From an optimization exercise on the open Yosys and OpenROAD flow, aimed at small area, a short achievable clock period and few clock cycles per item; shortcuts taken in it are not production practice.
At most, simulation tests tie the RTL to the original design; equivalence was not proved.
The RTL of run 8 was laid out without a check of its function.

==> flow/flow/run.sh <==
#!/bin/bash
set -euo pipefail
bash standard.sh SETUP_SLACK_MARGIN=25 "BUFFER_PORTS_ARGS=-buffer_cell sky130_fd_sc_hd__buf_2" finish > make_finish.log 2>&1
==> flow/standard.sh <==
#!/bin/bash
# synth_recipe.tcl (not shown) runs the flow's synth.tcl, then flattens the netlist and writes it again
# the make line also repeats each setting of config.mk as NAME=value (left out here)
make -C /OpenROAD-flow-scripts/flow DESIGN_CONFIG=/design/flow/config.mk WORK_HOME=/design/flow/orfs CLKGATE_MAP_FILE= SYNTH_SCRIPT=/design/flow/synth_recipe.tcl "${@:-finish}"
==> flow/config.mk <==
export PLATFORM = sky130hd
export DESIGN_NAME = SQRT
export DESIGN_NICKNAME = SQRT
export VERILOG_FILES = /design/flow/design.v
export SDC_FILE = /design/flow/constraint.sdc
export NUM_CORES = 4
export LEC_CHECK = 0
export ABC_AREA = 1
export CAP_MARGIN = 20
export CORE_MARGIN = 2
export CORE_UTILIZATION = 40
export CTS_BUF_LIST = sky130_fd_sc_hd__clkbuf_4 sky130_fd_sc_hd__clkbuf_8
export CTS_CLUSTER_SIZE = 30
export SLEW_MARGIN = 20
==> flow/constraint.sdc <==
create_clock -name core_clock -period 34.0 [get_ports {CLK}]
set_input_delay 6.8000 -clock core_clock [delete_from_list [all_inputs] [get_ports {CLK}]]
set_output_delay 6.8000 -clock core_clock [all_outputs]
set_load 0.01 [all_outputs]
==> flow/design.v <==
module SQRT(
	CLK, RST,
	START,
	DATA_IN,
	DATA_OUT,
	DONE
);
input			CLK, RST;
input			START;
input [15:0]	DATA_IN;
output [15:0]	DATA_OUT;
output			DONE;
reg			done_r;		 
reg			init_r;		 
reg [2:0]	iter;		 
reg			first;		 
reg [1:0]	nib;		 
reg [15:0]	X;			 
reg [15:0]	G;			 
reg [11:0]	A;			 
reg [7:0]	R;			 
function [8:0] DSTEP;
	input [7:0] r;
	input       b;
	input [7:0] d;
	reg   [9:0] t;
	begin
		t = {1'b0, r, b} - {2'b00, d};
		if (t[9])
			DSTEP = {1'b0, r[6:0], b};
		else
			DSTEP = {1'b1, t[7:0]};
	end
endfunction
wire [7:0]	gi    = G[15:8];
wire		last  = (nib == 2'd3);
reg [3:0]	xb;
always @(*) begin
	case (nib)
	2'd0: xb = X[15:12];
	2'd1: xb = X[11:8];
	2'd2: xb = X[7:4];
	default: xb = X[3:0];
	endcase
end
wire [7:0]	r0 = first ? (nib[0] ? {4'b0000, X[15:12]} : 8'd0) : R;
wire [8:0]	s3 = DSTEP(r0,       xb[3], gi);
wire [8:0]	s2 = DSTEP(s3[7:0],  xb[2], gi);
wire [8:0]	s1 = DSTEP(s2[7:0],  xb[1], gi);
wire [8:0]	s0 = DSTEP(s1[7:0],  xb[0], gi);
wire [3:0]	qn = {s3[8], s2[8], s1[8], s0[8]};
reg [3:0]	gb;
always @(*) begin
	case (nib)
	2'd0: gb = G[15:12];
	2'd1: gb = G[11:8];
	2'd2: gb = G[7:4];
	default: gb = G[3:0];
	endcase
end
wire [11:0]	ain = first ? {8'd0, nib[0] ? G[15:12] : 4'd0} : A;
wire [11:0]	hi0 = ain;
wire [11:0]	hi1 = ain + 12'd1;
wire [4:0]	lo  = {1'b0, gb} + {1'b0, qn};
wire [15:0]	sum = {lo[4] ? hi1 : hi0, lo[3:0]};
function SKIPS;
	input [11:0] h;		 
	input [3:0]  xt;	 
	begin
		SKIPS = (|h[11:9]) | (xt < h[8:5]);
	end
endfunction
wire		sk0 = SKIPS(hi0, X[15:12]);
wire		sk1 = SKIPS(hi1, X[15:12]);
wire		skn = lo[4] ? sk1 : sk0;
wire [15:0]	ea  = {X[15:4], 4'b0000};
wire [15:0]	eb  = ~{3'b000, X[15:4], 1'b0};
wire [15:0]	ek  = 16'h0038;
wire [15:0]	ex  = ea ^ eb ^ ek;
wire [15:0]	ec  = (ea & eb) | (ek & (ea ^ eb));
wire [15:0]	ey  = {ec[14:0], 1'b1};
reg  [15:0]	g0;
reg  [16:0]	gc;
integer		j;
always @(*) begin
	gc[0] = 1'b0;
	for (j = 0; j < 16; j = j + 1) begin
		g0[j]   = ex[j] ^ ey[j] ^ gc[j];
		gc[j+1] = (ex[j] & ey[j]) | (gc[j] & (ex[j] ^ ey[j]));
	end
end
wire		take = done_r & START;
wire		sk_in = |X[15:8] | (&X[7:4]);
always @(posedge CLK or posedge RST) begin
	if (RST)
		init_r <= 1'b0;
	else
		init_r <= take;
end
always @(posedge CLK or posedge RST) begin
	if (RST)
		done_r <= 1'b1;
	else if (done_r)
		done_r <= ~START;
	else if (!init_r && last && iter == 3'd4)
		done_r <= 1'b1;
end
always @(posedge CLK) begin
	R   <= s0[7:0];
	A   <= sum[11:0];
end
always @(posedge CLK) begin
	if (take)
		X     <= DATA_IN;
	if (init_r) begin
		G     <= g0;
		iter  <= 3'd0;
		first <= 1'b1;
		nib   <= {1'b0, sk_in};
	end else if (!done_r) begin
		if (last) begin
			G     <= {1'b0, sum[15:1]};
			iter  <= iter + 3'd1;
			first <= 1'b1;
			nib   <= {1'b0, skn};
		end else begin
			first <= 1'b0;
			nib   <= nib + 2'd1;
		end
	end
end
assign DONE     = done_r;
assign DATA_OUT = G;
endmodule
==> results of run 1 <==
Yosys cell counts, drive strengths merged:
cell type  instances
o22ai             10
a41oi              1
nand4              9
edfxtp            33
xnor2             16
ha                62
o21a               1
inv              118
nor2              27
a21o               2
fa                16
o311ai             1
o21bai             1
clkbuf             6
o211ai             3
dfxtp             25
a311oi             1
nor3               3
clkinv             3
a21oi             35
o21ai             39
xor2              16
dfrtp              1
nor4               2
nand3             57
dfstp              1
a31oi              6
nand3b             2
nand2            189
buf                3
cell families (layout without fill, tap and decap cells):
kind of cell / after synthesis / after routing / share of synthesized area [%]
AND/OR/NAND/NOR: 289 / 289 / 25.0
buffers and inverters: 130 / 176 / 9.49
AO/OA/AOI/OAI: 100 / 100 / 10.7
adder cells (fa/ha/maj): 78 / 78 / 20.6
flip-flops: 60 / 60 / 29.0
XOR/XNOR: 32 / 32 / 5.26
how the worst min path moves through the flow:
| stage | start | to | slack, ns | depth (start not counted) |
|---|---|---|---|---|
| 3_5_place_dp | iter[2] | iter[2] | 0.46 | 2 |
| 2_1_floorplan | iter[2] | iter[2] | 0.44 | 2 |
| 6_report | iter[2] | iter[2] | 0.47 | 2 |
| 4_1_cts | iter[2] | iter[2] | 0.47 | 2 |
| 3_3_place_gp | iter[2] | iter[2] | 0.44 | 2 |
| 5_1_grt | iter[2] | iter[2] | 0.49 | 2 |
timing repair:
item                       in CTS  in global routing
hold buffers                    0                  0
gates resized for setup         0                  5
buffers inserted                0                  4
setup endpoints to repair       0                 21
metrics by stage:
| stage | hold slack [ns] | worst slack [ns] | area (um^2) |
|---|---|---|---|
| global placement | 0.443 | 25.31 | 5670 |
| floorplan | 0.435 | 26.45 | 5330 |
| CTS | 0.474 | 25.03 | 5870 |
| finish | 0.470 | 25.66 | 5920 |
| detailed placement | 0.464 | 25.08 | 5670 |
| global route | 0.492 | 24.94 | 5920 |
flip-flops by register name, summed over array words and instances, names as in the netlist:
register / flops
A: 12
G: 16
R: 8
X: 16
done_r: 1
first: 1
init_r: 1
iter: 3
nib: 2
critical path: cells and delay by family, from the launching register on:
| family | cells | cell delay, ns |
|---|---|---|
| simple gates | 22 | 2.52 |
| compound gates | 11 | 1.83 |
| xor+xnor | 1 | 0.13 |
| flops | 1 | 0.49 |
| buf+inv | 4 | 0.53 |
| fa+ha+maj | 8 | 2.56 |
final cells by class:
| type | instances | area share (%) |
|---|---|---|
| Clock buffer | 11 | 2.45 |
| Clock inverter | 5 | 0.867 |
| Inverter | 121 | 7.88 |
| Multi-Input combinational cell | 499 | 55.5 |
| Sequential cell | 60 | 26.1 |
| Tap cell | 176 | 3.72 |
| Timing Repair Buffer | 39 | 3.47 |
per-layer routing:
layer / vias up / share of wire (%) / GRT usage [%]
met2: 135 / 48 / 34.8
met1: 2167 / 44 / 25.7
met3: 43 / 3.5 / 3.30
met5: - / 0 / 0
li1: 2335 / - / -
met4: 0 / 4.2 / 8.90
==> impl_metrics.yaml, run 1 <==
cells_and_area:
  syn_to_final_growth_pct: 11.2
  final-instance-count-excl-fill: 911
  fillers: 1330
  mostFrequentLayoutCells: "178 x nand2_1, 111 x inv_1, 62 x ha_1"
  multi_input_area_um2: 3290
  seqCellArea_um2: 1540
  drive_above_1_share_pct: 12.4
  fin_util_pct: 45.1
  layout_commonest_cell: "nand2_1"
  nets: 827
  diodes: 0
placed_design:
  dpl.cell_count: 891
  portBuffers: 35
  gp_congestion: 0.938
  hpwl_mm: 11.6
global_route:
  grt_pass1_wl_mm: 22.7
  track_usage_pct: 20.5
  grt-ovfl-total: 0
  grt_max_degree: 36
  grt_pass1_vias: 4591
  antenna_found_initial: 0
sta:
  grt_setup_unrepaired: "true"
  hold_violations: 0
  slew_viol_final: 0
  skew_ns: 0.0104
  post-route-period-util_pct: 24.5
  maxSlewHeadroom_pct: 40.3
  fmax_mhz: 120
  finalSetupTns_ns: 0
  period_needed_ns: 8.34
  worst_pin_slew_ns: 0.889
  setup_viol: 0
clocking:
  clockBufferDepth: 2
  root_buffer: "clkbuf_8"
  cts_tree: "built"
  htreeDepth: 3
  insertion_delay_ns: 0.35
  clkTransAtPathRegs_ns: 0.07
  cts_buffers: 9
  cts.sinks: 60
synth:
  synth_top_area_share_pct: 18.6
  synth_area_um2: 5330
  avgSynthCellArea_um2: 7.73
  synth_area_leaders: "edfxtp_1 19%, ha_1 15%, nand2_1 13%"
  ys_seq_area_share_pct: 29.0
  yosysWarningCount: 1
  syn-num-nets: 786
  synth_cell_type_count: 45
  ys_ff_latch: 60
  netlist_instances: 689
  netlist.top_cell.by_area: "edfxtp_1"
flow_run:
  max_cap_viol_count: 0
setup_path:
  worst_r2r_startpoint: "nib[0]"
  required_ns: 34.06
  path_class: "flip-flop to flip-flop"
  setup.worst_path.start: "nib[0]"
  arrival_ns: 8.40
  cp_max_fo: 13
  path_common_cell: "nand2_1"
  cp-end-kind: "flip-flop"
  reg2regPathDepth: 46
  cpMaxStageDelayCell: "edfxtp_1"
  crit_path_end: "G[9]"
  ff2ff_setup_slack_ns: 25.66
  worstSetupStartpointType: "flip-flop"
  reg2reg_to: "G[9]"
  critPathMaxStageDelay_ns: 0.49
floorplanning:
  dieArea_um2: 14300
  rows: 42
  start_util_pct: 40.5
  num_io_pins: 36
  die_h_um: 119
  die-width_um: 119
  core_area_um2: 13100
detailed_routing:
  ant_nets: 0
  postRouteWirelength_mm: 14.4
  drt_iter0_drc: 324
  first_pass_iters: 5
  via_count: 4680
  wire_per_inst_um: 15.8
  drc: 0
  viasPerCell: 5.14
worst_hold_path:
  min-delay-path-class: "flip-flop to flip-flop"
status:
  outcome: "complete, no violations"
Testbench counts, summed over its fixed seeds: cycles 34,869, items 2,048.
==> run 2, diff against run 1 <==
==> flow/flow/run.sh (replaced) <==
#!/bin/bash
set -euo pipefail
bash standard.sh SETUP_SLACK_MARGIN=25.5 "BUFFER_PORTS_ARGS=-buffer_cell sky130_fd_sc_hd__buf_2" finish > make_finish.log 2>&1
--- a/flow/config.mk
+++ b/flow/config.mk
@@ -9,6 +9,5 @@
 export CAP_MARGIN = 20
 export CORE_MARGIN = 2
-export CORE_UTILIZATION = 40
-export CTS_BUF_LIST = sky130_fd_sc_hd__clkbuf_4 sky130_fd_sc_hd__clkbuf_8
-export CTS_CLUSTER_SIZE = 30
+export CORE_UTILIZATION = 65
+export CTS_BUF_LIST = sky130_fd_sc_hd__clkbuf_4
 export SLEW_MARGIN = 20
==> run 2 against run 1 <==
Compared with the run above: setup slack improved by 0.31 ns; critical endpoint is now DATA_OUT[9]; area after synthesis unchanged; hold slack about the same; global-route usage increased by 12 points; first-iteration DRC count decreased by 9.6%.
==> impl_metrics.yaml, run 2 <==
clocking:
  clockBufferDepth: 2
  insertion_delay_ns: 0.43
  root_buffer: "clkbuf_4"
  hold_buffers: 0
  cts.sinks: 60
  htreeDepth: 3
  cts_buffers: 9
  cts_tree: "built"
  clkTransAtPathRegs_ns: 0.12
floorplanning:
  die-width_um: 94.5
  rows: 33
  num_io_pins: 36
  core_area_um2: 8090
  die_h_um: 94.5
  start_util_pct: 65.8
  dieArea_um2: 8930
setup_path:
  cp-end-kind: "output pin"
  worstSetupStartpointType: "flip-flop"
  cp_num_buf_inv: 1
  cpMaxStageDelayCell: "edfxtp_1"
  critical_path.cell_chain: "buf_2"
  cp_max_fo: 5
  critPathTopFamily: "flip-flops"
  required_ns: 27.20
  critPathMaxStageDelay_ns: 0.60
  arrival_ns: 1.23
  path_class: "flip-flop to output pin"
cells_and_area:
  layout_commonest_cell: "nand2_1"
  fin_util_pct: 72.0
  mostFrequentLayoutCells: "178 x nand2_1, 111 x inv_1, 58 x ha_1"
  multi_input_area_um2: 3320
  fillers: 681
  nets: 832
  drive_above_1_share_pct: 14.1
  seqCellArea_um2: 1540
  syn_to_final_growth_pct: 9.35
  reg_top3: "G: 16 flops, X: 16 flops, A: 12 flops"
  diodes: 0
synth:
  ys_ff_latch: 60
  netlist.top_cell.by_area: "edfxtp_1"
  avgSynthCellArea_um2: 7.73
  synth_flop_cell: "edfxtp_1"
  synthMostInstantiatedCell: "nand2_1"
  synth_common_cells: "179 x nand2_1, 112 x inv_1, 62 x ha_1"
  synth_edf_count: 33
  synth_top_area_share_pct: 18.6
  postSynth.asyncResetShare_pct: 3.33
  ys_seq_area_share_pct: 29.0
  synth_area_leaders: "edfxtp_1 19%, ha_1 15%, nand2_1 13%"
  yosysWarningCount: 1
  synth_cell_type_count: 45
  netlist_instances: 689
  synth_area_um2: 5330
  syn-num-nets: 786
sta:
  slew_viol_final: 0
  period_needed_ns: 8.03
  setup_viol: 0
  finalSetupTns_ns: 0
  holdWs_ns: 0.471
  post-route-period-util_pct: 23.6
  maxSlewHeadroom_pct: 42.7
  worst_pin_slew_ns: 0.854
  hold_violations: 0
  skew_ns: 0.0188
  grt_setup_unrepaired: "false"
  fmax_mhz: 125
  setup_ws_ns: 25.97
detailed_routing:
  drc: 0
  viasPerCell: 5.69
  postRouteWirelength_mm: 13.9
  wire_per_inst_um: 16.4
  drt_iter0_drc: 293
  ant_nets: 0
  via_count: 4804
  first_pass_iters: 6
placed_design:
  gp_congestion: 1.03
  hpwl_mm: 11.1
  pre_cts_ws_ns: 25.23
  portBuffers: 35
flow_run:
  max_cap_viol_count: 0
global_route:
  antenna_found_initial: 0
  grt_pass1_vias: 4522
  grt-ovfl-total: 0
  track_usage_pct: 32.5
  grt_pass1_wl_mm: 21.7
  grt_max_degree: 36
status:
  outcome: "complete, no violations"
worst_hold_path:
  min-delay-path-class: "flip-flop to flip-flop"
-- run 2: metrics by stage --
step           area (um^2)  cells
2_1_floorplan         5330    689
3_3_place_gp          5590    820
3_5_place_dp          5590    820
4_1_cts               5710    837
5_1_grt               5820    845
6_report              5820    845
-- run 2: cell families (layout without fill, tap and decap cells) --
family | count (synthesis) | in the layout | share of synthesized area (%)
AND/OR/NAND/NOR | 289 | 289 | 25.0
flip-flops | 60 | 60 | 29.0
buffers and inverters | 130 | 181 | 9.49
adder cells (fa/ha/maj) | 78 | 78 | 20.6
AO/OA/AOI/OAI | 100 | 100 | 10.7
XOR/XNOR | 32 | 32 | 5.26
-- run 2: layer usage --
layer  wire length [um]  track usage (%)  up-vias
li1                   -                -     2351
met4                540             13.3        0
met1               5350             38.1     2212
met3                973             6.15       45
met2               7000             58.3      196
met5                  0                0        -
-- run 2: repair_timing --
action | CTS | global route
gates resized for setup | 1 | 14
setup buffers | 1 | 8
endpoints found under the setup margin | 12 | 21
pin swaps | 1 | 0
-- run 2: worst paths after layout --
check	startpoint	cells past startpoint	slack [ns]	end
setup / recovery	G[9]	1	25.97	DATA_OUT[9]
hold / removal	iter[2]	2	0.47	iter[2]
setup reg to reg	nib[0]	48	26.09	G[9]
hold reg to reg	iter[2]	2	0.47	iter[2]
max in group asynchronous	RST	2	27.61	done_r
min in group asynchronous	RST	2	6.20	init_r
-- run 2: final cells by class --
class | instances | area share (%)
timing repair buffer | 44 | 4.17
tap | 105 | 2.26
multi-input combinational | 499 | 57.1
sequential | 60 | 26.5
clock buffer | 10 | 1.29
clock inverter | 6 | 0.688
inverter | 121 | 8.01
==> run 3, diff against run 2 <==
--- a/flow/config.mk
+++ b/flow/config.mk
@@ -9,5 +9,6 @@
 export CAP_MARGIN = 20
 export CORE_MARGIN = 2
-export CORE_UTILIZATION = 65
+export CORE_UTILIZATION = 40
 export CTS_BUF_LIST = sky130_fd_sc_hd__clkbuf_4
+export GPL_TIMING_DRIVEN = 1
 export SLEW_MARGIN = 20
==> run 3 against run 2 <==
Compared with the run above: still clean; global-route usage fell by 12 points; non-clock buffer count fell by 5; routed wire length increased by 4.3%; sequential share of layout area decreased by 0.36 points; highest routed layer unchanged.
==> impl_metrics.yaml, run 3 <==
status:
  outcome: "complete, no violations"
cells_and_area:
  reg_top3: "G: 16 flops, X: 16 flops, A: 12 flops"
  mostFrequentLayoutCells: "178 x nand2_1, 111 x inv_1, 59 x ha_1"
  syn_to_final_growth_pct: 10.9
  fin_util_pct: 44.9
  layout_commonest_cell: "nand2_1"
  design_area_um2: 5900
  fillers: 1333
  drive_above_1_share_pct: 13.5
  nets: 828
  diodes: 0
  final-instance-count-excl-fill: 912
synth:
  synth_cell_type_count: 45
  synth_common_cells: "179 x nand2_1, 112 x inv_1, 62 x ha_1"
  syn-num-nets: 786
  synth_top_family_by_area: "simple AND/OR/NAND/NOR gates"
  synth_area_um2: 5330
  yosysWarningCount: 1
  synthMostInstantiatedCell: "nand2_1"
  muxShareOfSynthArea_pct: 0
  synth_edf_count: 33
  synth_flop_cell: "edfxtp_1"
  synth_area_leaders: "edfxtp_1 19%, ha_1 15%, nand2_1 13%"
  avgSynthCellArea_um2: 7.73
  synth-compound-area-share_pct: 10.7
  netlist_instances: 689
  netlist.top_cell.by_area: "edfxtp_1"
  synth_fa_ha_area_share_pct: 20.6
  synthSimpleGateAreaFrac_pct: 25.0
  postSynth.asyncResetShare_pct: 3.33
  ys_seq_area_share_pct: 29.0
  synthXorXnorAreaFrac_pct: 5.26
  synth_top_area_share_pct: 18.6
  ys_ff_latch: 60
setup_path:
  crit_path_end: "DONE"
  ff2ff_setup_slack_ns: 26.13
  cp_num_buf_inv: 1
  setup.worst_path.start: "done_r"
  required_ns: 27.20
  reg2reg_to: "G[7]"
  critPathMaxStageDelay_ns: 0.62
  critPathTopFamily: "flip-flops"
  crit_cells: 1
  cp-end-kind: "output pin"
  critical_path.cell_chain: "buf_2"
  cpMaxStageDelayCell: "dfstp_2"
  worstSetupStartpointType: "flip-flop"
  reg2regPathDepth: 45
  cp_max_fo: 7
  arrival_ns: 1.18
  worst_r2r_startpoint: "nib[0]"
  path_class: "flip-flop to output pin"
floorplanning:
  num_io_pins: 36
  core_area_um2: 13100
  die_h_um: 119
  die-width_um: 119
  start_util_pct: 40.5
  dieArea_um2: 14300
  rows: 42
global_route:
  grt-ovfl-total: 0
  met3_usage_pct: 3.02
  gr-usage-met2_pct: 35.1
  track_usage_pct: 20.5
  grt-busiest-layer: "met2"
  grt_max_degree: 36
  antenna_found_initial: 0
  grt_pass1_wl_mm: 22.9
  globalRouteMet1Util_pct: 25.7
  grt_pass1_vias: 4621
placed_design:
  portBuffers: 35
  dpl.cell_count: 891
  pre_cts_ws_ns: 25.08
  hpwl_mm: 11.6
  place_area_um2: 5670
  gp_congestion: 0.938
sta:
  post-route-period-util_pct: 23.5
  period_needed_ns: 7.98
  worst_pin_slew_ns: 0.889
  hold_violations: 0
  holdWs_ns: 0.477
  slew_viol_final: 0
  skew_ns: 0.0208
  fmax_mhz: 125
  maxSlewHeadroom_pct: 40.4
  grt_setup_unrepaired: "false"
  setup_ws_ns: 26.02
  setup_viol: 0
  finalSetupTns_ns: 0
clocking:
  root_buffer: "clkbuf_4"
  clkTransAtPathRegs_ns: 0.11
  htreeDepth: 3
  hold_buffers: 0
  cts_buffers: 9
  insertion_delay_ns: 0.41
  clockBufferDepth: 2
  cts_tree: "built"
  cts.sinks: 60
detailed_routing:
  drt_iter0_drc: 334
  postRouteWirelength_mm: 14.5
  via_count: 4685
  ant_nets: 0
  wire_per_inst_um: 15.8
  first_pass_iters: 5
  viasPerCell: 5.14
  drc: 0
flow_run:
  max_cap_viol_count: 0
worst_hold_path:
  min-delay-path-class: "flip-flop to flip-flop"
run 3: routing by layer:
layer / wire length (um) / part of all wire, %
met5: 0 / 0
met4: 609 / 4.2
met3: 575 / 4.0
met2: 7030 / 49
met1: 6240 / 43
run 3: worst min path at each step:
stage	slack [ns]	cells past startpoint	from	endpoint
2_1_floorplan	0.44	2	iter[2]	iter[2]
3_3_place_gp	0.44	2	iter[2]	iter[2]
3_5_place_dp	0.46	2	iter[2]	iter[2]
4_1_cts	0.48	2	iter[2]	iter[2]
5_1_grt	0.50	2	iter[2]	iter[2]
6_report	0.48	2	iter[2]	iter[2]
run 3: worst register-to-register path, delay by kind of cell, from the launching register on:
kind | cells | cell delay, ns
fa+ha+maj | 8 | 2.47
buf+inv | 3 | 0.29
simple gates | 22 | 2.47
flops | 1 | 0.47
xor+xnor | 2 | 0.29
compound gates | 10 | 1.62
run 3: layout make-up:
cell class	count	area (um^2)	area share, %
clock inverter	6	55.1	0.933
inverter	121	467	7.91
timing repair inverter	1	5.00	0.0848
clock buffer	10	75.1	1.27
sequential	60	1540	26.2
multi-input combinational	499	3330	56.4
timing repair buffer	39	205	3.48
tap	176	220	3.73
run 3: cells by family after synthesis:
group	after synthesis
flip-flops	60
buffers and inverters	130
XOR/XNOR	32
AO/OA/AOI/OAI	100
AND/OR/NAND/NOR	289
adder cells (fa/ha/maj)	78
run 3: repair_timing:
item                                    4_1_cts  5_1_grt
endpoints found under the hold margin         0        0
cloned                                        0        1
resized for setup                             2       14
buffers inserted                              3        1
endpoints found under the setup margin       16       21
pin swaps                                     1        2
==> run 4, diff against run 3 <==
--- a/flow/config.mk
+++ b/flow/config.mk
@@ -11,4 +11,3 @@
 export CORE_UTILIZATION = 40
 export CTS_BUF_LIST = sky130_fd_sc_hd__clkbuf_4
-export GPL_TIMING_DRIVEN = 1
 export SLEW_MARGIN = 20
==> run 4 against run 3 <==
Compared with the run above: core utilization stayed put; largest cell class unchanged; global-route usage unchanged; sequential share of layout area unchanged; non-clock buffer count stayed put; first-iteration DRC count did not move; synthesized cell count is the same; highest routed layer unchanged; routed wire length unchanged; design area did not move; hold slack is the same; flip-flop and latch count unchanged; die area is the same.
==> impl_metrics.yaml, run 4 <==
status:
  outcome: "complete, no violations"
sta:
  worst_pin_slew_ns: 0.889
  maxSlewHeadroom_pct: 40.4
  hold_violations: 0
  fmax_mhz: 125
  skew_ns: 0.0208
  period_needed_ns: 7.98
  post-route-period-util_pct: 23.5
  grt_setup_unrepaired: "false"
  slew_viol_final: 0
  setup_viol: 0
  finalSetupTns_ns: 0
floorplanning:
  die_h_um: 119
  die-width_um: 119
  start_util_pct: 40.5
  rows: 42
  core_area_um2: 13100
  num_io_pins: 36
  dieArea_um2: 14300
detailed_routing:
  via_count: 4685
  first_pass_iters: 5
  ant_nets: 0
  wire_per_inst_um: 15.8
  drc: 0
  drt_iter0_drc: 334
  postRouteWirelength_mm: 14.5
  viasPerCell: 5.14
synth:
  synth_area_um2: 5330
  synthMostInstantiatedCell: "nand2_1"
  netlist.top_cell.by_area: "edfxtp_1"
  netlist_instances: 689
  syn-num-nets: 786
  avgSynthCellArea_um2: 7.73
  synth_flop_cell: "edfxtp_1"
  synth_cell_type_count: 45
  synth_top_area_share_pct: 18.6
  synth_edf_count: 33
  yosysWarningCount: 1
  ys_seq_area_share_pct: 29.0
  ys_ff_latch: 60
  postSynth.asyncResetShare_pct: 3.33
  synth_area_leaders: "edfxtp_1 19%, ha_1 15%, nand2_1 13%"
  synth_common_cells: "179 x nand2_1, 112 x inv_1, 62 x ha_1"
setup_path:
  critical_path.cell_chain: "buf_2"
  cp-end-kind: "output pin"
  cp_num_buf_inv: 1
  reg2regPathDepth: 45
  path_class: "flip-flop to output pin"
  cp_max_fo: 7
  reg2reg_to: "G[7]"
  worstSetupStartpointType: "flip-flop"
  critPathMaxStageDelay_ns: 0.62
  required_ns: 27.20
  ff2ff_setup_slack_ns: 26.13
  worst_r2r_startpoint: "nib[0]"
  critPathTopFamily: "flip-flops"
  cpMaxStageDelayCell: "dfstp_2"
  arrival_ns: 1.18
cells_and_area:
  final-instance-count-excl-fill: 912
  diodes: 0
  design_area_um2: 5900
  nets: 828
  reg_top3: "G: 16 flops, X: 16 flops, A: 12 flops"
  mostFrequentLayoutCells: "178 x nand2_1, 111 x inv_1, 59 x ha_1"
  drive_above_1_share_pct: 13.5
  syn_to_final_growth_pct: 10.9
  layout_commonest_cell: "nand2_1"
  fin_util_pct: 44.9
  fillers: 1333
clocking:
  cts_buffers: 9
  clkTransAtPathRegs_ns: 0.11
  cts_tree: "built"
  root_buffer: "clkbuf_4"
  clockBufferDepth: 2
  insertion_delay_ns: 0.41
  cts.sinks: 60
  htreeDepth: 3
placed_design:
  hpwl_mm: 11.6
  place_area_um2: 5670
  gp_congestion: 0.938
  dpl.cell_count: 891
  portBuffers: 35
worst_hold_path:
  hold_end: "iter[2]"
  whs_path_depth: 2
  min-delay-path-class: "flip-flop to flip-flop"
  hold_start: "iter[2]"
global_route:
  grt-ovfl-total: 0
  grt_max_degree: 36
  antenna_found_initial: 0
  grt_pass1_vias: 4621
  grt_pass1_wl_mm: 22.9
  track_usage_pct: 20.5
flow_run:
  max_cap_viol_count: 0
-- run 4: kinds of logic (layout without fill, tap and decap cells) --
group / Yosys count / count (layout) / synth area share (%)
and+or+nand+nor: 289 / 289 / 25.0
adders and majority gates: 78 / 78 / 20.6
xor gates and xnor gates: 32 / 32 / 5.26
DFF: 60 / 60 / 29.0
buffers and inverters: 130 / 177 / 9.49
AOI/OAI and AO/OA: 100 / 100 / 10.7
-- run 4: how the worst max path moves through the flow --
stage                     cells past startpoint   end    from  slack (ns)
after floorplan                               2  X[0]   START       26.45
after global placement                       45  G[9]  nib[0]       25.31
after detailed placement                     45  G[9]  nib[0]       25.08
after CTS                                    44  G[9]  nib[0]       25.58
after global routing                         46  G[9]  nib[0]       25.48
final                                         1  DONE  done_r       26.02
-- run 4: layer usage --
| layer | vias up | part of all wire (%) | GRT usage, % | wire length, um |
|---|---|---|---|---|
| met5 | - | 0 | 0 | 0 |
| met2 | 143 | 49 | 35.1 | 7030 |
| li1 | 2338 | - | - | - |
| met4 | 0 | 4.2 | 9.12 | 609 |
| met3 | 45 | 4.0 | 3.02 | 575 |
| met1 | 2159 | 43 | 25.7 | 6240 |
-- run 4: cell type report --
| cell class | count | area [um^2] | area share (%) |
|---|---|---|---|
| clock buffer | 10 | 75.1 | 1.27 |
| clock inverter | 6 | 55.1 | 0.933 |
| inverter | 121 | 467 | 7.91 |
| multi-input combinational | 499 | 3330 | 56.4 |
| sequential | 60 | 1540 | 26.2 |
| tap | 176 | 220 | 3.73 |
| timing repair buffer | 39 | 205 | 3.48 |
| timing repair inverter | 1 | 5.00 | 0.0848 |
-- run 4: stage by stage --
step	hold WS [ns]	setup slack (ns)
final	0.477	26.02
after global routing	0.498	25.48
after CTS	0.480	25.58
after detailed placement	0.464	25.08
after global placement	0.443	25.31
after floorplan	0.435	26.45
-- run 4: worst min-delay path: cells and delay by family (launching register included) --
family	cells	cell delay, ns
flops	1	0.34
buf+inv	1	0.05
compound gates	1	0.05
-- run 4: what timing repair did --
action                     in CTS  in global routing
hold buffers                    0                  0
buffers inserted                3                  1
gates resized for setup         2                 14
gates cloned                    0                  1
setup endpoints to repair      16                 21
pin swaps                       1                  2
==> run 5, diff against run 4 <==
==> flow/flow/run.sh (replaced) <==
#!/bin/bash
set -euo pipefail
bash standard.sh SETUP_SLACK_MARGIN=25.75 "BUFFER_PORTS_ARGS=-buffer_cell sky130_fd_sc_hd__buf_2" finish > make_finish.log 2>&1
==> run 5 against run 4 <==
Compared with the run above: flip-flop and latch count did not move; final cell count rose by 1.9%; critical path type unchanged.
==> impl_metrics.yaml, run 5 <==
status:
  outcome: "complete, no violations"
global_route:
  globalRouteMet1Util_pct: 25.7
  grt-ovfl-total: 0
  antenna_found_initial: 0
  grt_max_degree: 36
  gr-usage-met2_pct: 35.1
  grt-busiest-layer: "met2"
  grt_pass1_vias: 4621
  grt_pass1_wl_mm: 22.9
  met3_usage_pct: 3.02
  track_usage_pct: 20.5
cells_and_area:
  nets: 845
  syn_to_final_growth_pct: 14.6
  diodes: 0
  reg_top3: "G: 16 flops, X: 16 flops, A: 12 flops"
  layout_commonest_cell: "nand2_1"
  drive_above_1_share_pct: 16.2
  final-instance-count-excl-fill: 929
  fin_util_pct: 46.5
  fillers: 1324
  mostFrequentLayoutCells: "178 x nand2_1, 110 x inv_1, 55 x ha_1"
sta:
  grt_setup_unrepaired: "false"
  slew_viol_final: 0
  post-route-period-util_pct: 23.5
  period_needed_ns: 7.99
  finalSetupTns_ns: 0
  setup_viol: 0
  maxSlewHeadroom_pct: 40.5
  skew_ns: 0.0159
  hold_violations: 0
  fmax_mhz: 125
  setup_ws_ns: 26.01
  worst_pin_slew_ns: 0.887
floorplanning:
  core_area_um2: 13100
  rows: 42
  die-width_um: 119
  num_io_pins: 36
  start_util_pct: 40.5
  die_h_um: 119
  dieArea_um2: 14300
synth:
  synth_area_um2: 5330
  syn-num-nets: 786
  synth_edf_count: 33
  synth_area_leaders: "edfxtp_1 19%, ha_1 15%, nand2_1 13%"
  ys_seq_area_share_pct: 29.0
  postSynth.asyncResetShare_pct: 3.33
  netlist_instances: 689
  netlist.top_cell.by_area: "edfxtp_1"
  synthMostInstantiatedCell: "nand2_1"
  ys_ff_latch: 60
  synth_common_cells: "179 x nand2_1, 112 x inv_1, 62 x ha_1"
  synth_top_area_share_pct: 18.6
  avgSynthCellArea_um2: 7.73
  yosysWarningCount: 1
  synth_cell_type_count: 45
  synth_flop_cell: "edfxtp_1"
detailed_routing:
  via_count: 4798
  first_pass_iters: 7
  viasPerCell: 5.16
  postRouteWirelength_mm: 14.8
  drt_iter0_drc: 409
  wire_per_inst_um: 16.0
  ant_nets: 0
  drc: 0
placed_design:
  gp_congestion: 0.938
  hpwl_mm: 11.6
  pre_cts_ws_ns: 25.08
  portBuffers: 35
  dpl.cell_count: 891
setup_path:
  worst_r2r_startpoint: "nib[0]"
  critical_path.cell_chain: "buf_2"
  arrival_ns: 1.19
  reg2regPathDepth: 47
  cp_max_fo: 7
  worstSetupStartpointType: "flip-flop"
  cp-end-kind: "output pin"
  critPathTopFamily: "flip-flops"
  reg2reg_to: "G[8]"
  ff2ff_setup_slack_ns: 26.23
  required_ns: 27.20
  cpMaxStageDelayCell: "dfstp_2"
  crit_cells: 1
  path_class: "flip-flop to output pin"
  setup.worst_path.start: "done_r"
  crit_path_end: "DONE"
  cp_num_buf_inv: 1
  critPathMaxStageDelay_ns: 0.63
clocking:
  root_buffer: "clkbuf_4"
  cts_buffers: 9
  clkTransAtPathRegs_ns: 0.11
  insertion_delay_ns: 0.41
  htreeDepth: 3
  cts_tree: "built"
  clockBufferDepth: 2
  hold_buffers: 0
  cts.sinks: 60
flow_run:
  max_cap_viol_count: 0
worst_hold_path:
  whs_path_depth: 2
  min-delay-path-class: "flip-flop to flip-flop"
-- run 5: cell type report --
| type | instances | area [um^2] | area share, % |
|---|---|---|---|
| timing repair inverter | 1 | 5.00 | 0.0820 |
| multi-input combinational | 500 | 3410 | 55.9 |
| clock inverter | 6 | 55.1 | 0.902 |
| clock buffer | 10 | 75.1 | 1.23 |
| inverter | 121 | 467 | 7.65 |
| tap | 176 | 220 | 3.61 |
| sequential | 60 | 1540 | 25.3 |
| timing repair buffer | 55 | 325 | 5.33 |
-- run 5: how the worst min path moves through the flow --
| stage | from | end |
|---|---|---|
| 6_report | iter[2] | iter[2] |
| 5_1_grt | iter[2] | iter[2] |
| 4_1_cts | iter[2] | iter[2] |
| 3_5_place_dp | iter[2] | iter[2] |
| 3_3_place_gp | iter[2] | iter[2] |
| 2_1_floorplan | iter[2] | iter[2] |
-- run 5: logic make-up after synthesis --
group	synth area share [%]
fa+ha+maj	20.6
compound gates	10.7
xor+xnor	5.26
simple gates	25.0
buf+inv	9.49
flops	29.0
-- run 5: tightest hold or removal path: stages (launching register included) --
cell and delay (ns):
dfxtp_1 0.34, inv_1 0.05, a21oi_1 0.05
-- run 5: per-stage QoR --
step,hold slack [ns],instance area [um^2]
after floorplan,0.435,5330
after global placement,0.443,5670
after detailed placement,0.464,5670
after CTS,0.480,5840
after global routing,0.498,6100
final,0.476,6100
-- run 5: routing by layer --
metal | vias to the layer above | part of all wire (%)
li1 | 2378 | -
met1 | 2234 | 44
met2 | 141 | 49
met3 | 45 | 3.7
met4 | 0 | 4.0
met5 | - | 0
-- run 5: repair_timing --
action                     CTS  global route
cloned                       0             2
setup endpoints to repair   21            22
pin swaps                    1             6
buffers inserted             3            17
resized for setup            3            23
==> run 6, diff against run 5 <==
==> flow/flow/run.sh (replaced) <==
#!/bin/bash
set -euo pipefail
bash standard.sh SETUP_SLACK_MARGIN=25.25 "BUFFER_PORTS_ARGS=-buffer_cell sky130_fd_sc_hd__buf_2" finish > make_finish.log 2>&1
==> run 6 against run 5 <==
Compared with the run above: design area down 3.6%; count of clock-buffer cells in the layout unchanged; hold slack barely moved; via count shrank 2.1%; register-to-register slack got worse by 0.28 ns; clock skew hardly changed; flip-flop and latch count is the same; synthesized cell count unchanged; highest routed layer unchanged; sequential share of layout area up 0.95 points.
==> impl_metrics.yaml, run 6 <==
status:
  outcome: "complete, no violations"
synth:
  synth_flop_cell: "edfxtp_1"
  synth_area_um2: 5330
  synthXorXnorAreaFrac_pct: 5.26
  netlist.top_cell.by_area: "edfxtp_1"
  avgSynthCellArea_um2: 7.73
  synth_fa_ha_area_share_pct: 20.6
  ys_ff_latch: 60
  synthSimpleGateAreaFrac_pct: 25.0
  postSynth.asyncResetShare_pct: 3.33
  netlist_instances: 689
  synth_top_family_by_area: "simple AND/OR/NAND/NOR gates"
  ys_seq_area_share_pct: 29.0
  synth_edf_count: 33
  muxShareOfSynthArea_pct: 0
  synth-compound-area-share_pct: 10.7
  synthMostInstantiatedCell: "nand2_1"
  synth_area_leaders: "edfxtp_1 19%, ha_1 15%, nand2_1 13%"
  synth_cell_type_count: 45
  synth_top_area_share_pct: 18.6
  synth_common_cells: "179 x nand2_1, 112 x inv_1, 62 x ha_1"
  syn-num-nets: 786
  yosysWarningCount: 1
sta:
  period_needed_ns: 8.05
  post-route-period-util_pct: 23.7
  slew_viol_final: 0
  finalSetupTns_ns: 0
  setup_viol: 0
  fmax_mhz: 124
  skew_ns: 0.0162
  hold_violations: 0
  worst_pin_slew_ns: 0.888
  maxSlewHeadroom_pct: 40.4
  grt_setup_unrepaired: "false"
setup_path:
  path_common_cell: "nand2_1"
  cp_max_fo: 13
  worstSetupStartpointType: "flip-flop"
  cpMaxStageDelayCell: "edfxtp_1"
  ff2ff_setup_slack_ns: 25.95
  reg2reg_to: "G[9]"
  cp-end-kind: "flip-flop"
  reg2regPathDepth: 45
  path_class: "flip-flop to flip-flop"
  arrival_ns: 8.17
  required_ns: 34.13
  critPathMaxStageDelay_ns: 0.46
  worst_r2r_startpoint: "nib[0]"
detailed_routing:
  viasPerCell: 5.15
  ant_nets: 0
  drt_iter0_drc: 386
  via_count: 4697
  first_pass_iters: 5
  postRouteWirelength_mm: 14.4
  wire_per_inst_um: 15.8
  drc: 0
cells_and_area:
  reg_top3: "G: 16 flops, X: 16 flops, A: 12 flops"
  multi_input_area_um2: 3310
  nets: 828
  seqCellArea_um2: 1540
  design_area_um2: 5880
  mostFrequentLayoutCells: "178 x nand2_1, 111 x inv_1, 59 x ha_1"
  drive_above_1_share_pct: 13.0
  diodes: 0
  layout_commonest_cell: "nand2_1"
  fillers: 1336
  syn_to_final_growth_pct: 10.5
placed_design:
  place_area_um2: 5670
  portBuffers: 35
  gp_congestion: 0.938
  hpwl_mm: 11.6
flow_run:
  max_cap_viol_count: 0
global_route:
  grt_pass1_vias: 4617
  grt_max_degree: 36
  grt-ovfl-total: 0
  track_usage_pct: 20.5
  grt_pass1_wl_mm: 22.8
  antenna_found_initial: 0
floorplanning:
  rows: 42
  die_h_um: 119
  num_io_pins: 36
  dieArea_um2: 14300
  start_util_pct: 40.5
  core_area_um2: 13100
  die-width_um: 119
worst_hold_path:
  hold_end: "iter[2]"
  whs_path_depth: 2
  min-delay-path-class: "flip-flop to flip-flop"
  hold_start: "iter[2]"
clocking:
  clkTransAtPathRegs_ns: 0.11
  root_buffer: "clkbuf_4"
  htreeDepth: 3
  cts_buffers: 9
  cts.sinks: 60
  clockBufferDepth: 2
  insertion_delay_ns: 0.41
  cts_tree: "built"
## run 6: changes by cell type in the layout (fill, tap and decap cells not counted), sizes merged
cell and delta:
buf -15, clkinvlp -1, nand2 -1
## run 6: timing repair
action                                  4_1_cts  5_1_grt
gates cloned                                  0        0
setup buffers                                 1        4
hold buffers                                  0        0
endpoints found under the setup margin        9       21
pin swaps                                     1        0
resized for setup                             1       10
endpoints found under the hold margin         0        0
## run 6: cells by family after synthesis
kind of cell | count (synthesis)
buf+inv | 130
flops | 60
compound gates | 100
xor+xnor | 32
fa+ha+maj | 78
simple gates | 289
## run 6: worst max path at each step
stage	start	end	slack, ns	cells past startpoint
6_report	nib[0]	G[9]	25.95	45
4_1_cts	nib[0]	G[9]	25.35	42
3_5_place_dp	nib[0]	G[9]	25.08	45
3_3_place_gp	nib[0]	G[9]	25.31	45
5_1_grt	nib[0]	G[9]	25.26	45
2_1_floorplan	START	X[0]	26.45	2
## run 6: metal layers
metal	routed length [um]	global-route usage (%)	up-vias
met2	7000	35.1	135
met5	0	0	-
li1	-	-	2336
met3	522	3.02	41
met1	6270	25.6	2185
met4	597	9.12	0
## run 6: cell type report
| type | instances | share of cell area [%] |
|---|---|---|
| multi-input combinational | 499 | 56.2 |
| clock inverter | 6 | 0.936 |
| clock buffer | 10 | 1.28 |
| timing repair buffer | 40 | 3.62 |
| sequential | 60 | 26.2 |
| tap | 176 | 3.74 |
| inverter | 121 | 7.93 |
## run 6: critical path: cells and delay by family (launching register included)
kind | cells | cell delay [ns]
compound gates | 12 | 1.98
xor+xnor | 1 | 0.12
flops | 1 | 0.46
buf+inv | 4 | 0.45
fa+ha+maj | 8 | 2.47
simple gates | 20 | 2.28
## run 6: through the flow
stage,util [%],hold WS (ns),worst slack [ns],std cells
after floorplan,-,0.435,26.45,689
after global placement,43.2,0.443,25.31,891
after detailed placement,43.2,0.464,25.08,891
after CTS,44.3,0.480,25.35,908
after global routing,44.8,0.498,25.26,912
final,44.8,0.476,25.95,912
==> run 7, diff against run 6 <==
==> flow/flow/run.sh (replaced) <==
#!/bin/bash
set -euo pipefail
bash standard.sh SETUP_SLACK_MARGIN=25.4 "BUFFER_PORTS_ARGS=-buffer_cell sky130_fd_sc_hd__buf_2" finish > make_finish.log 2>&1
==> run 7 against run 6 <==
Compared with the run above: register-to-register slack gained 0.04 ns; routed wire length grew 0.58%; core utilization grew 0.067 points; final cell count shrank 0.11%; still clean on timing, DRC and antenna; sequential share of layout area is essentially flat; clock skew is essentially flat; largest cell class unchanged; critical path depth is the same; die area is the same; maximum frequency grew 0.45%.
==> impl_metrics.yaml, run 7 <==
flow_run:
  max_cap_viol_count: 0
cells_and_area:
  mostFrequentLayoutCells: "178 x nand2_1, 111 x inv_1, 59 x ha_1"
  nets: 827
  seqCellArea_um2: 1540
  syn_to_final_growth_pct: 10.6
  multi_input_area_um2: 3320
  fin_util_pct: 44.8
  design_area_um2: 5890
  drive_above_1_share_pct: 13.2
  fillers: 1333
  layout_commonest_cell: "nand2_1"
  reg_top3: "G: 16 flops, X: 16 flops, A: 12 flops"
  diodes: 0
sta:
  slew_viol_final: 0
  period_needed_ns: 8.01
  finalSetupTns_ns: 0
  fmax_mhz: 125
  hold_violations: 0
  maxSlewHeadroom_pct: 40.6
  post-route-period-util_pct: 23.6
  worst_pin_slew_ns: 0.885
  grt_setup_unrepaired: "false"
  setup_viol: 0
  skew_ns: 0.0157
clocking:
  hold_buffers: 0
  clockBufferDepth: 2
  root_buffer: "clkbuf_4"
  clkTransAtPathRegs_ns: 0.11
  htreeDepth: 3
  cts_tree: "built"
  insertion_delay_ns: 0.40
  cts.sinks: 60
  cts_buffers: 9
synth:
  postSynth.asyncResetShare_pct: 3.33
  netlist_instances: 689
  synth_top_family_by_area: "simple AND/OR/NAND/NOR gates"
  synth_area_leaders: "edfxtp_1 19%, ha_1 15%, nand2_1 13%"
  synth_cell_type_count: 45
  synth_fa_ha_area_share_pct: 20.6
  muxShareOfSynthArea_pct: 0
  synth_area_um2: 5330
  synthXorXnorAreaFrac_pct: 5.26
  synth_top_area_share_pct: 18.6
  yosysWarningCount: 1
  synth_common_cells: "179 x nand2_1, 112 x inv_1, 62 x ha_1"
  ys_ff_latch: 60
  synth-compound-area-share_pct: 10.7
  avgSynthCellArea_um2: 7.73
  netlist.top_cell.by_area: "edfxtp_1"
  synth_flop_cell: "edfxtp_1"
  synthMostInstantiatedCell: "nand2_1"
  ys_seq_area_share_pct: 29.0
  synthSimpleGateAreaFrac_pct: 25.0
  synth_edf_count: 33
  syn-num-nets: 786
setup_path:
  cpMaxStageDelayCell: "edfxtp_1"
  worstSetupStartpointType: "flip-flop"
  path_class: "flip-flop to flip-flop"
  cp_max_fo: 13
  ff2ff_setup_slack_ns: 25.99
  critPathMaxStageDelay_ns: 0.45
  required_ns: 34.12
  path_common_cell: "nand2_1"
  worst_r2r_startpoint: "nib[0]"
  cp-end-kind: "flip-flop"
  reg2regPathDepth: 45
  reg2reg_to: "G[9]"
  arrival_ns: 8.14
floorplanning:
  num_io_pins: 36
  core_area_um2: 13100
  rows: 42
  start_util_pct: 40.5
  die-width_um: 119
  dieArea_um2: 14300
  die_h_um: 119
detailed_routing:
  drt_iter0_drc: 345
  wire_per_inst_um: 15.9
  drc: 0
  first_pass_iters: 5
  via_count: 4703
  postRouteWirelength_mm: 14.5
  ant_nets: 0
  viasPerCell: 5.16
placed_design:
  gp_congestion: 0.938
  place_area_um2: 5670
  hpwl_mm: 11.6
  portBuffers: 35
global_route:
  antenna_found_initial: 0
  grt_pass1_wl_mm: 22.9
  grt_max_degree: 36
  track_usage_pct: 20.5
  grt-ovfl-total: 0
  grt_pass1_vias: 4619
worst_hold_path:
  whs_path_depth: 2
  hold_start: "iter[2]"
  hold_end: "iter[2]"
  min-delay-path-class: "flip-flop to flip-flop"
status:
  outcome: "complete, no violations"
==> run 7: cell counts after synthesis <==
Identical to the previous run, type by type.
==> run 7: per-layer routing <==
layer | vias to the layer above | GRT usage (%) | part of all wire [%]
met1 | 2182 | 25.6 | 44
met5 | - | 0 | 0
met4 | 0 | 9.12 | 4.0
li1 | 2337 | - | -
met3 | 44 | 3.02 | 3.5
met2 | 140 | 35.1 | 49
==> run 7: worst max path at each step <==
stage	start	to	cells after the start
after floorplan	START	X[0]	2
after global placement	nib[0]	G[9]	45
after detailed placement	nib[0]	G[9]	45
after CTS	nib[0]	G[9]	43
after global routing	nib[0]	G[9]	46
final	nib[0]	G[9]	45
==> run 7: kinds of logic after synthesis <==
family | count (synthesis)
adder cells (fa/ha/maj) | 78
AND/OR/NAND/NOR | 289
AO/OA/AOI/OAI | 100
XOR/XNOR | 32
flip-flops | 60
buffers and inverters | 130
==> run 7: final cells by class <==
class / instances / area share, %
clock inverters: 6 / 0.935
inverters: 121 / 7.92
flip-flops and latches: 60 / 26.2
clock buffers: 10 / 1.27
well taps: 176 / 3.74
multi-input cells: 499 / 56.4
repair buffers: 39 / 3.48
==> run 7: what timing repair did <==
| action | in CTS | in global routing |
|---|---|---|
| pin swaps | 1 | 1 |
| buffers inserted | 1 | 3 |
| gates resized for setup | 2 | 13 |
| setup endpoints to repair | 15 | 21 |
==> run 7: stage by stage <==
stage | worst slack (ns) | hold slack (ns) | std cells
after floorplan | 26.45 | 0.435 | 689
after global placement | 25.31 | 0.443 | 891
after detailed placement | 25.08 | 0.464 | 891
after CTS | 25.42 | 0.480 | 908
after global routing | 25.41 | 0.498 | 911
final | 25.99 | 0.476 | 911
==> run 7: worst max-delay path, delay by kind of cell (launching register included) <==
| family | cells | cell delay, ns |
|---|---|---|
| xor gates and xnor gates | 1 | 0.12 |
| DFF | 1 | 0.45 |
| and+or+nand+nor | 21 | 2.37 |
| adders and majority gates | 8 | 2.50 |
| AOI/OAI and AO/OA | 11 | 1.75 |
| buffers and inverters | 4 | 0.56 |
==> run 8, diff against run 7 <==
--- a/flow/design.v
+++ b/flow/design.v
@@ -60,8 +60,6 @@
 end
 wire [11:0]	ain = first ? {8'd0, nib[0] ? G[15:12] : 4'd0} : A;
-wire [11:0]	hi0 = ain;
-wire [11:0]	hi1 = ain + 12'd1;
 wire [4:0]	lo  = {1'b0, gb} + {1'b0, qn};
-wire [15:0]	sum = {lo[4] ? hi1 : hi0, lo[3:0]};
+wire [15:0]	sum = {ain + {11'd0, lo[4]}, lo[3:0]};
 function SKIPS;
 	input [11:0] h;		 
@@ -71,7 +69,5 @@
 	end
 endfunction
-wire		sk0 = SKIPS(hi0, X[15:12]);
-wire		sk1 = SKIPS(hi1, X[15:12]);
-wire		skn = lo[4] ? sk1 : sk0;
+wire		skn = SKIPS(sum[15:4], X[15:12]);
 wire [15:0]	ea  = {X[15:4], 4'b0000};
 wire [15:0]	eb  = ~{3'b000, X[15:4], 1'b0};
==> flow/flow/run.sh (replaced) <==
#!/bin/bash
set -euo pipefail
bash standard.sh SETUP_SLACK_MARGIN=25.5 "BUFFER_PORTS_ARGS=-buffer_cell sky130_fd_sc_hd__buf_2" finish > make_finish.log 2>&1
==> run 8 against run 7 <==
Compared with the run above: still clean on timing, DRC and antenna; via count fell by 2.2%; die area decreased by 3.9%; setup slack worse by 0.062 ns; first-iteration DRC count up 6.1%; largest cell class unchanged.
==> impl_metrics.yaml, run 8 <==
status:
  outcome: "complete, no violations"
cells_and_area:
  drive_above_1_share_pct: 18.9
  final-instance-count-excl-fill: 886
  design_area_um2: 5960
  reg_top3: "G: 16 flops, X: 16 flops, A: 12 flops"
  syn_to_final_growth_pct: 16.7
  layout_commonest_cell: "nand2_1"
  nets: 804
  mostFrequentLayoutCells: "166 x nand2_1, 105 x inv_1, 47 x nand3_1, 47 x ha_1, 35 x buf_2"
  diodes: 0
global_route:
  antenna_found_initial: 0
  globalRouteMet1Util_pct: 24.9
  track_usage_pct: 20.8
  met3_usage_pct: 4.48
  grt_max_degree: 32
  gr-usage-met2_pct: 36.6
  grt-busiest-layer: "met2"
  grt_pass1_wl_mm: 21.4
  grt_pass1_vias: 4372
  grt-ovfl-total: 0
synth:
  ys_seq_area_share_pct: 30.2
  synthMostInstantiatedCell: "nand2_1"
  synth-compound-area-share_pct: 10.3
  yosysWarningCount: 1
  synth_flop_cell: "edfxtp_1"
  synth_area_um2: 5110
  netlist_instances: 652
  synth_area_leaders: "edfxtp_1 19%, ha_1 15%, nand2_1 12%"
  avgSynthCellArea_um2: 7.84
  syn-num-nets: 747
  synth_top_family_by_area: "simple AND/OR/NAND/NOR gates"
  synthSimpleGateAreaFrac_pct: 24.6
  synthXorXnorAreaFrac_pct: 4.80
  netlist.top_cell.by_area: "edfxtp_1"
  ys_ff_latch: 60
  synth_top_area_share_pct: 19.4
  synth_cell_type_count: 43
  muxShareOfSynthArea_pct: 0.196
  synth_edf_count: 33
  synth_fa_ha_area_share_pct: 20.9
  postSynth.asyncResetShare_pct: 3.33
  synth_common_cells: "169 x nand2_1, 110 x inv_1, 60 x ha_1"
sta:
  slew_viol_final: 0
  maxSlewHeadroom_pct: 45.3
  finalSetupTns_ns: 0
  hold_violations: 0
  period_needed_ns: 8.08
  fmax_mhz: 124
  setup_viol: 0
  worst_pin_slew_ns: 0.819
  grt_setup_unrepaired: "false"
  skew_ns: 0.0129
  holdWs_ns: 0.473
  post-route-period-util_pct: 23.8
setup_path:
  worstSetupStartpointType: "flip-flop"
  reg2reg_to: "nib[0]"
  cp_max_fo: 8
  path_common_cell: "nand2_1"
  path_class: "flip-flop to flip-flop"
  ff2ff_setup_slack_ns: 25.92
  worst_r2r_startpoint: "nib[0]"
  critPathMaxStageDelay_ns: 0.54
  cpMaxStageDelayCell: "edfxtp_1"
  crit_path_end: "nib[0]"
  setup.worst_path.start: "nib[0]"
  reg2regPathDepth: 52
  required_ns: 34.18
  cp-end-kind: "flip-flop"
  arrival_ns: 8.26
flow_run:
  max_cap_viol_count: 0
clocking:
  clockBufferDepth: 2
  cts.sinks: 60
  cts_buffers: 9
  root_buffer: "clkbuf_4"
  clkTransAtPathRegs_ns: 0.11
  insertion_delay_ns: 0.42
  cts_tree: "built"
  hold_buffers: 0
  htreeDepth: 3
detailed_routing:
  via_count: 4598
  first_pass_iters: 5
  drt_iter0_drc: 366
  ant_nets: 0
  postRouteWirelength_mm: 13.9
  wire_per_inst_um: 15.7
  drc: 0
  viasPerCell: 5.19
floorplanning:
  die-width_um: 117
  start_util_pct: 40.7
  rows: 41
  core_area_um2: 12600
  num_io_pins: 36
  dieArea_um2: 13700
  die_h_um: 117
placed_design:
  dpl.cell_count: 852
  hpwl_mm: 10.7
  gp_congestion: 0.925
  place_area_um2: 5470
  portBuffers: 35
worst_hold_path:
  whs_path_depth: 2
  min-delay-path-class: "flip-flop to flip-flop"
## run 8: cell types whose count changed after synthesis, moves of 3 or more
cell	previous run	this run
o21ai_0	28	34
o21ai_1	11	2
nand3_1	51	48
nand2_1	179	169
xnor2_1	16	12
inv_2	5	1
nor2_1	22	26
o22ai_1	10	7
## run 8: worst max-delay path: cells and delay by family, from the launching register on
| family | cells | cell delay, ns |
|---|---|---|
| AOI/OAI and AO/OA | 11 | 1.85 |
| DFF | 1 | 0.54 |
| and+or+nand+nor | 28 | 2.44 |
| adders and majority gates | 9 | 2.38 |
| buffers and inverters | 4 | 0.62 |
## run 8: cell families after synthesis
family / count (synthesis)
simple gates: 277
xor+xnor: 28
buf+inv: 120
fa+ha+maj: 76
compound gates: 90
flops: 60
mux: 1
## run 8: final cells by class
| class | count | area, um^2 |
|---|---|---|
| Clock buffer | 9 | 67.6 |
| Timing Repair Buffer | 53 | 310 |
| Multi-Input combinational cell | 472 | 3330 |
| Fill cell | 1214 | 6600 |
| Tap cell | 172 | 215 |
| Clock inverter | 7 | 67.6 |
| Sequential cell | 60 | 1550 |
| Inverter | 113 | 430 |
## run 8: stage by stage
stage,util (%),setup WS [ns]
after global placement,43.5,24.81
after detailed placement,43.5,24.64
final,47.5,25.92
after floorplan,-,25.98
after CTS,45.6,25.52
after global routing,47.5,25.42
## run 8: layer usage
layer | wire length (um) | part of all wire, %
met1 | 5850 | 42
met2 | 7060 | 51
met3 | 607 | 4.4
met4 | 382 | 2.7
met5 | 0 | 0
## run 8: what timing repair did
action | 4_1_cts | 5_1_grt
setup endpoints to repair | 17 | 13
pin swaps | 7 | 15
setup buffers | 9 | 9
resized for setup | 15 | 40
## run 8: worst min path at each step
| stage | startpoint | endpoint | slack [ns] |
|---|---|---|---|
| finish | iter[2] | iter[2] | 0.47 |
| global route | iter[2] | iter[2] | 0.49 |
| CTS | iter[2] | iter[2] | 0.47 |
| detailed placement | iter[2] | iter[2] | 0.46 |
| global placement | iter[2] | iter[2] | 0.45 |
| floorplan | iter[2] | iter[2] | 0.44 |

[re-timing with driven ports]
The results above use ideal ports. As a check the final layouts listed here were re-extracted and re-timed, cells and wires unchanged.
Step 1 (the two cells are an assumption about what drives the block):
set clk [get_ports {CLK}]
set_driving_cell -lib_cell sky130_fd_sc_hd__clkbuf_16 $clk
set_driving_cell -lib_cell sky130_fd_sc_hd__buf_2 [delete_from_list [all_inputs] $clk]
Step 2 moves the port delays by t, midway between the first and last clock arrival at a register: inputs arrive t later, outputs are due t later. That takes back most of the time a late clock gives input paths.
Slacks: ideal / step 1 / step 2; pairs: ideal / step 1.
run | t, ns | setup WS [ns] | worst setup path at the end | slew at the worst register clock pin (ns) | worst slew at a driven data input, ns
run 1 | 0.373 | 25.659 / 25.659 / 25.659 | register to register | 0.07 / 0.07 | 0.04
run 2 | 0.456 | 25.970 / 25.939 / 26.095 | register to register | 0.12 / 0.12 | 0.04
run 3 | 0.422 | 26.021 / 25.994 / 26.125 | register to register | 0.11 / 0.11 | 0.04
run 4 | 0.422 | 26.021 / 25.994 / 26.125 | register to register | 0.11 / 0.11 | 0.04
run 5 | 0.425 | 26.011 / 25.984 / 26.214 | input to register | 0.11 / 0.11 | 0.04
run 6 | 0.425 | 25.951 / 25.951 / 25.951 | register to register | 0.11 / 0.11 | 0.04
run 7 | 0.424 | 25.987 / 25.987 / 25.987 | register to register | 0.11 / 0.11 | 0.04
run 8 | 0.443 | 25.925 / 25.925 / 25.925 | register to register | 0.11 / 0.11 | 0.03
After both steps every run listed still meets setup and hold.
